What follows belongs to an exercise in optimizing a design on an open flow for small area; a production flow would make more cautious choices.
Where RTL was checked, it was by simulation tests only, not by an equivalence proof against the original.

Design fma_pipeline, start of the top module:
module fma_pipeline #(
    parameter FP = 32,
    parameter FPexp = 8,
    parameter FPfrac = 23
    )(
    input   wire                    clk,
    input   wire                    rst_n,
    input   wire                    valid_in,
    input   wire    [FP - 1 : 0]    A_in,
    input   wire    [FP - 1 : 0]    B_in,
    input   wire    [FP - 1 : 0]    C_in,
    output  wire                    valid_out,
    output  wire    [FP - 1 : 0]    F_out
    );
==> flow/config.mk <==
export PLATFORM = sky130hd
export DESIGN_NAME = fma_pipeline
export DESIGN_NICKNAME = fma_pipeline
export VERILOG_FILES = /design/flow/design.v
export SDC_FILE = /design/flow/constraint.sdc
export NUM_CORES = 4
export LEC_CHECK = 0
export CAP_MARGIN = 20
export CORE_MARGIN = 2
export CORE_UTILIZATION = 40
export SLEW_MARGIN = 20
export SYNTH_HIERARCHICAL = 1
==> flow/constraint.sdc <==
create_clock -name core_clock -period 10.5 [get_ports {clk}]
set_input_delay 2.1000 -clock core_clock [delete_from_list [all_inputs] [get_ports {clk}]]
set_output_delay 2.1000 -clock core_clock [all_outputs]
set_load 0.01 [all_outputs]
standard.sh (not shown) runs the stock make flow with config.mk's settings and CLKGATE_MAP_FILE= SYNTH_SCRIPT=/design/flow/synth_recipe.tcl, a recipe that flattens the netlist after the stock synthesis.
==> flow/flow/run.sh <==
#!/bin/bash
# Own layout flow: the standard flow, except that the final technology
# mapping in synthesis uses an area-oriented ABC script (area.abc) with a delay
# target. Everything else (synthesis passes, register names, floorplan, power
# grid, placement, CTS, routing) is the standard flow.
set -uo pipefail
HERE=$(pwd)
FLOWDIR=$HERE/flow
ABC_D=$(cat $FLOWDIR/abc_delay_ps)

# synthesis script: the standard flow's, with yosys' abc command wrapped to use our script
cat > $HERE/my_synth.tcl <<EOT
proc abc {args} {
  set out {}
  set i 0
  while {\$i < [llength \$args]} {
    set a [lindex \$args \$i]
    if {\$a eq "-script"} {
      incr i
      lappend out -script $FLOWDIR/area.abc
    } elseif {\$a eq "-D"} {
      incr i
      lappend out -D $ABC_D
    } else {
      lappend out \$a
    }
    incr i
  }
  if {[lsearch -exact \$out -D] < 0} { lappend out -D $ABC_D }
  yosys abc {*}\$out
}
source $HERE/synth_recipe.tcl
EOT

sed -e "s#SYNTH_SCRIPT=[^ ]*#SYNTH_SCRIPT=$HERE/my_synth.tcl#" standard.sh > $HERE/my_standard.sh
bash $HERE/my_standard.sh synth > $HERE/synth.log 2>&1 || { echo "synthesis failed"; tail -20 $HERE/synth.log; exit 1; }
bash standard.sh > $HERE/layout.log 2>&1 || { echo "layout failed"; tail -20 $HERE/layout.log; exit 1; }
==> flow/flow/abc_delay_ps <==
9000
==> flow/flow/area.abc <==
strash
dch
map -D {D}
topo
buffer -c
upsize -c -D {D}
dnsize -c -D {D}
The baseline failed in 1_2_yosys.
Then changed:
==> flow/flow/abc_delay_ps (replaced) <==
7000
Outcome: The new run stopped in 1_2_yosys.
Then changed:
--- a/flow/flow/run.sh
+++ b/flow/flow/run.sh
@@ -9,2 +9,3 @@
 ABC_D=$(cat $FLOWDIR/abc_delay_ps)
+sed -e "s/{D}/$ABC_D/g" $FLOWDIR/area.abc > $HERE/area_d.abc
 
@@ -19,3 +20,3 @@
       incr i
-      lappend out -script $FLOWDIR/area.abc
+      lappend out -script $HERE/area_d.abc
     } elseif {\$a eq "-D"} {
Result: Now the flow completed with no timing, DRC or antenna violations.
Then changed:
==> flow/flow/abc_delay_ps (replaced) <==
9000
Die area stays the same.
Hold slack does not change.
Setup slack stays the same.
Global-route usage does not change.
Design area is unchanged.
Then changed:
==> flow/flow/abc_delay_ps (replaced) <==
7000
Settings changed: GPL_TIMING_DRIVEN set to 0.
Effect:
- routed wire length grows by 16%
- count of clock-buffer cells in the layout increases by 4
- hold slack is about the same
Function was not checked in any run of this note: the RTL went through the layout flow alone.

v32:
Another version of the RTL of fma_pipeline (not shown whole).
Size in the first run: roughly 3400 cells after synthesis, roughly 220 flip-flops, roughly 27000 um^2 of cells after synthesis.
export LEC_CHECK = 0
export CAP_MARGIN = 20
export CORE_MARGIN = 2
export CORE_UTILIZATION = 60
export CTS_CLUSTER_DIAMETER = 100
export CTS_CLUSTER_SIZE = 28
export PLACE_DENSITY = 0.72
export SLEW_MARGIN = 20
export SYNTH_HIERARCHICAL = 1
create_clock -name core_clock -period 10.5 [get_ports {clk}]
==> flow/flow/run.sh <==
#!/bin/bash
# Own layout flow: the standard flow, except that
#  - the final technology mapping in synthesis uses an area-oriented ABC script
#    (area.abc) with a delay target, and
#  - the port buffers that placement inserts are sky130_fd_sc_hd__buf_1.
# Everything else (synthesis passes, register names, floorplan, power grid,
# placement, CTS, routing) is the standard flow.
set -uo pipefail
HERE=$(pwd)
FLOWDIR=$HERE/flow
ABC_D=$(cat $FLOWDIR/abc_delay_ps)
sed -e "s/{D}/$ABC_D/g" $FLOWDIR/area.abc > $HERE/area_d.abc

# synthesis script: the standard flow's, with yosys' abc command wrapped to use our script
cat > $HERE/my_synth.tcl <<EOT
proc abc {args} {
  set out {}
  set i 0
  while {\$i < [llength \$args]} {
    set a [lindex \$args \$i]
    if {\$a eq "-script"} {
      incr i
      lappend out -script $HERE/area_d.abc
    } elseif {\$a eq "-D"} {
      incr i
      lappend out -D $ABC_D
    } else {
      lappend out \$a
    }
    incr i
  }
  if {[lsearch -exact \$out -D] < 0} { lappend out -D $ABC_D }
  yosys abc {*}\$out
}
source $HERE/synth_recipe.tcl
EOT

sed -e "s#SYNTH_SCRIPT=[^ ]*#SYNTH_SCRIPT=$HERE/my_synth.tcl#" standard.sh > $HERE/my_standard.sh
bash $HERE/my_standard.sh synth > $HERE/synth.log 2>&1 || { echo "synthesis failed"; tail -20 $HERE/synth.log; exit 1; }
export BUFFER_PORTS_ARGS="-buffer_cell sky130_fd_sc_hd__buf_1"
bash standard.sh > $HERE/layout.log 2>&1 || { echo "layout failed"; tail -20 $HERE/layout.log; exit 1; }
==> flow/flow/abc_delay_ps <==
7000
Scripts as last shown in full above: flow/flow/area.abc
### v32 -> v22
==> flow/flow/abc_delay_ps <==
5000
diff --git a/flow/config.mk b/flow/config.mk
--- a/flow/config.mk
+++ b/flow/config.mk
@@ -8,8 +8,7 @@
 export CAP_MARGIN = 20
 export CORE_MARGIN = 2
-export CORE_UTILIZATION = 60
+export CORE_UTILIZATION = 40
 export CTS_CLUSTER_DIAMETER = 100
 export CTS_CLUSTER_SIZE = 28
-export PLACE_DENSITY = 0.72
 export SLEW_MARGIN = 20
 export SYNTH_HIERARCHICAL = 1
## What came out
- v22 gives less detailed route wirelength on metal3 than v32 did.
- Looking at number of non-clock buffers, v22 sits above v32.
- Between v32 and v22, the flow reports achievable frequency increasing slightly.
- Diff v32 and v22: number of rows created at floorplan lower in v32
- Looking at length of routed wiring on met1 across v32 and v22, the one that comes out higher is v22.
diff inputs: v22 => v26
==> flow/flow/abc_delay_ps <==
7000
==> flow/flow/area.abc <==
strash
dc2
dch
map -D {D}
topo
buffer -c
upsize -c -D {D}
dnsize -c -D {D}
Findings:
The routed wire length of v26 exceeds that of v22 by about 12%.
Worst hold slack, v26 and v22, lower one = v22.
v26 -> stages 100% | layout checks FAIL | negative setup slack
Taking v22 as 1.0, v26 lands at 1.16 on sum of met2 wire segment lengths after detailed routing.
Number of nets in the finished design: v26 vs v22 up 689
Here is what was changed in the inputs of v50 compared with v26.
==> flow/flow/abc_delay_ps <==
6000
==> flow/flow/area.abc <==
strash
dch
map -D {D}
topo
buffer -c
upsize -c -D {D}
dnsize -c -D {D}
==> notes.md <==
v50: PASS, flow complete, no timing, DRC or antenna violations. Final worst-path cycle share: higher on v26. Sequential share of layout area up 3.3 points in v50 wrt v26. v26 -> v50: total non-filler cell area in the finished layout decreased by more than 10%. In the route summary, v50 ends up with a via count below that of v26. Compared with v26, in v50 count of buffer and inverter cells on the critical path fell 9, fmax rose 0.021 GHz, share of synthesized area occupied by flip-flops and latches fell 0.28 points.
The inputs of v59 differ from those of v50 as listed below.
==> flow/flow/abc_delay_ps <==
7000
==> flow/flow/area.abc <==
strash
dc2
balance
rewrite
refactor
balance
rewrite
rewrite -z
balance
refactor -z
rewrite -z
balance
dc2
dch
map -D {D}
topo
buffer -c
upsize -c -D {D}
dnsize -c -D {D}
==> notes.md <==
v59 vs. v50: cell count of the worst reg-to-reg path increased about 90%; post-layout instance area moved up; height of the chip moved down.
Compared v59 vs v50, and maximum clock frequency is down in v59.
v59: final setup slack of the worst path 2.82 ns below v50
v50 reached the end of the flow, and the finished layout is clean on the timing, design-rule and antenna checks.
v59 had finished all stages when the layout checks came back failing, citing negative setup slack.
Changes observed in v59 relative to v50: final estimated routing congestion in global placement decreased 1.7%, utilization of the core after routing up 12 points, total routing resource utilization after global routing rose 1.5 points, accumulated negative setup slack lower.
Comparing the two runs side by side, v59 comes out behind v50 on minimum period implied by the final worst setup slack.
Of the two values seen for start-to-end type of the worst setup path, reg -> reg was produced by v59 and in -> reg by v50.
Initial core utilization across v50 and v59: no real change.
v50 reports its uppermost layer routed as met4 while v59 reports met5.
[inputs] v42 vs v59
==> flow/flow/area.abc <==
strash
dch
map -D {D}
topo
buffer -c
upsize -c -D {D}
dnsize -c -D {D}
==> comparison <==
v42 did not stop at any stage, and its layout met the timing, design-rule and antenna checks.
Cell at the slowest stage of the critical path = fa_1: v42; cell at the slowest stage of the critical path = ha_1: v59
Type of the worst setup path: reg -> reg -> v59, in -> reg -> v42
The post-layout instance count excluding filler cells in v42 was lower than what v59 gave.
Re horizontal extent of the die: v59 was lower than v42.
Compared to v59, the router laid down less metal wire for v42.
v42 improves on v59 in setup slack.

-- what the ideal ports hide --
How much do the figures lean on ideal ports? The routed layouts below were timed once more, with nothing changed but the port constraints. Step 1 (the two cells are an assumption about what drives the block):
set clk [get_ports {clk}]
set_driving_cell -lib_cell sky130_fd_sc_hd__clkbuf_16 $clk
set_driving_cell -lib_cell sky130_fd_sc_hd__buf_2 [delete_from_list [all_inputs] $clk]
Step 2 adds t to the input delays and takes it off the output delays; t is the mean of the earliest and latest rising clock arrival at the registers after step 1. Input paths then give back, and output paths get back, about the clock's delay inside the block. Three values: ideal, step 1, step 2; two values: the first two.
run | t (ns) | setup WS [ns] | hold WS [ns]
the third run of note 1 | 0.571 | 0.615 / 0.641 / 0.070 | 0.314 / 0.314 / 0.314
the fourth run of note 1 | 0.571 | 0.615 / 0.641 / 0.070 | 0.314 / 0.314 / 0.314
the fifth run of note 1 | 0.578 | 0.389 / 0.420 / -0.158 | 0.315 / 0.315 / 0.315
v32 | 0.528 | 0.634 / 0.650 / 0.122 | 0.325 / 0.325 / 0.325
v22 | 0.539 | 0.824 / 0.849 / 0.310 | 0.319 / 0.319 / 0.319
v26 | 0.534 | -1.681 / -1.681 / -1.681 | 0.333 / 0.333 / 0.333
v50 | 0.539 | 0.824 / 0.849 / 0.310 | 0.319 / 0.319 / 0.319
v59 | 0.559 | -1.999 / -1.999 / -1.999 | 0.331 / 0.331 / 0.331
v42 | 0.539 | 0.824 / 0.849 / 0.310 | 0.319 / 0.319 / 0.319
With both steps, setup timing fails in the fifth run of note 1, where it was met with ideal ports. The setup slack of the fifth run of note 1, which loses most, moves by +0.031 ns with the drivers and by -0.547 ns with both steps.
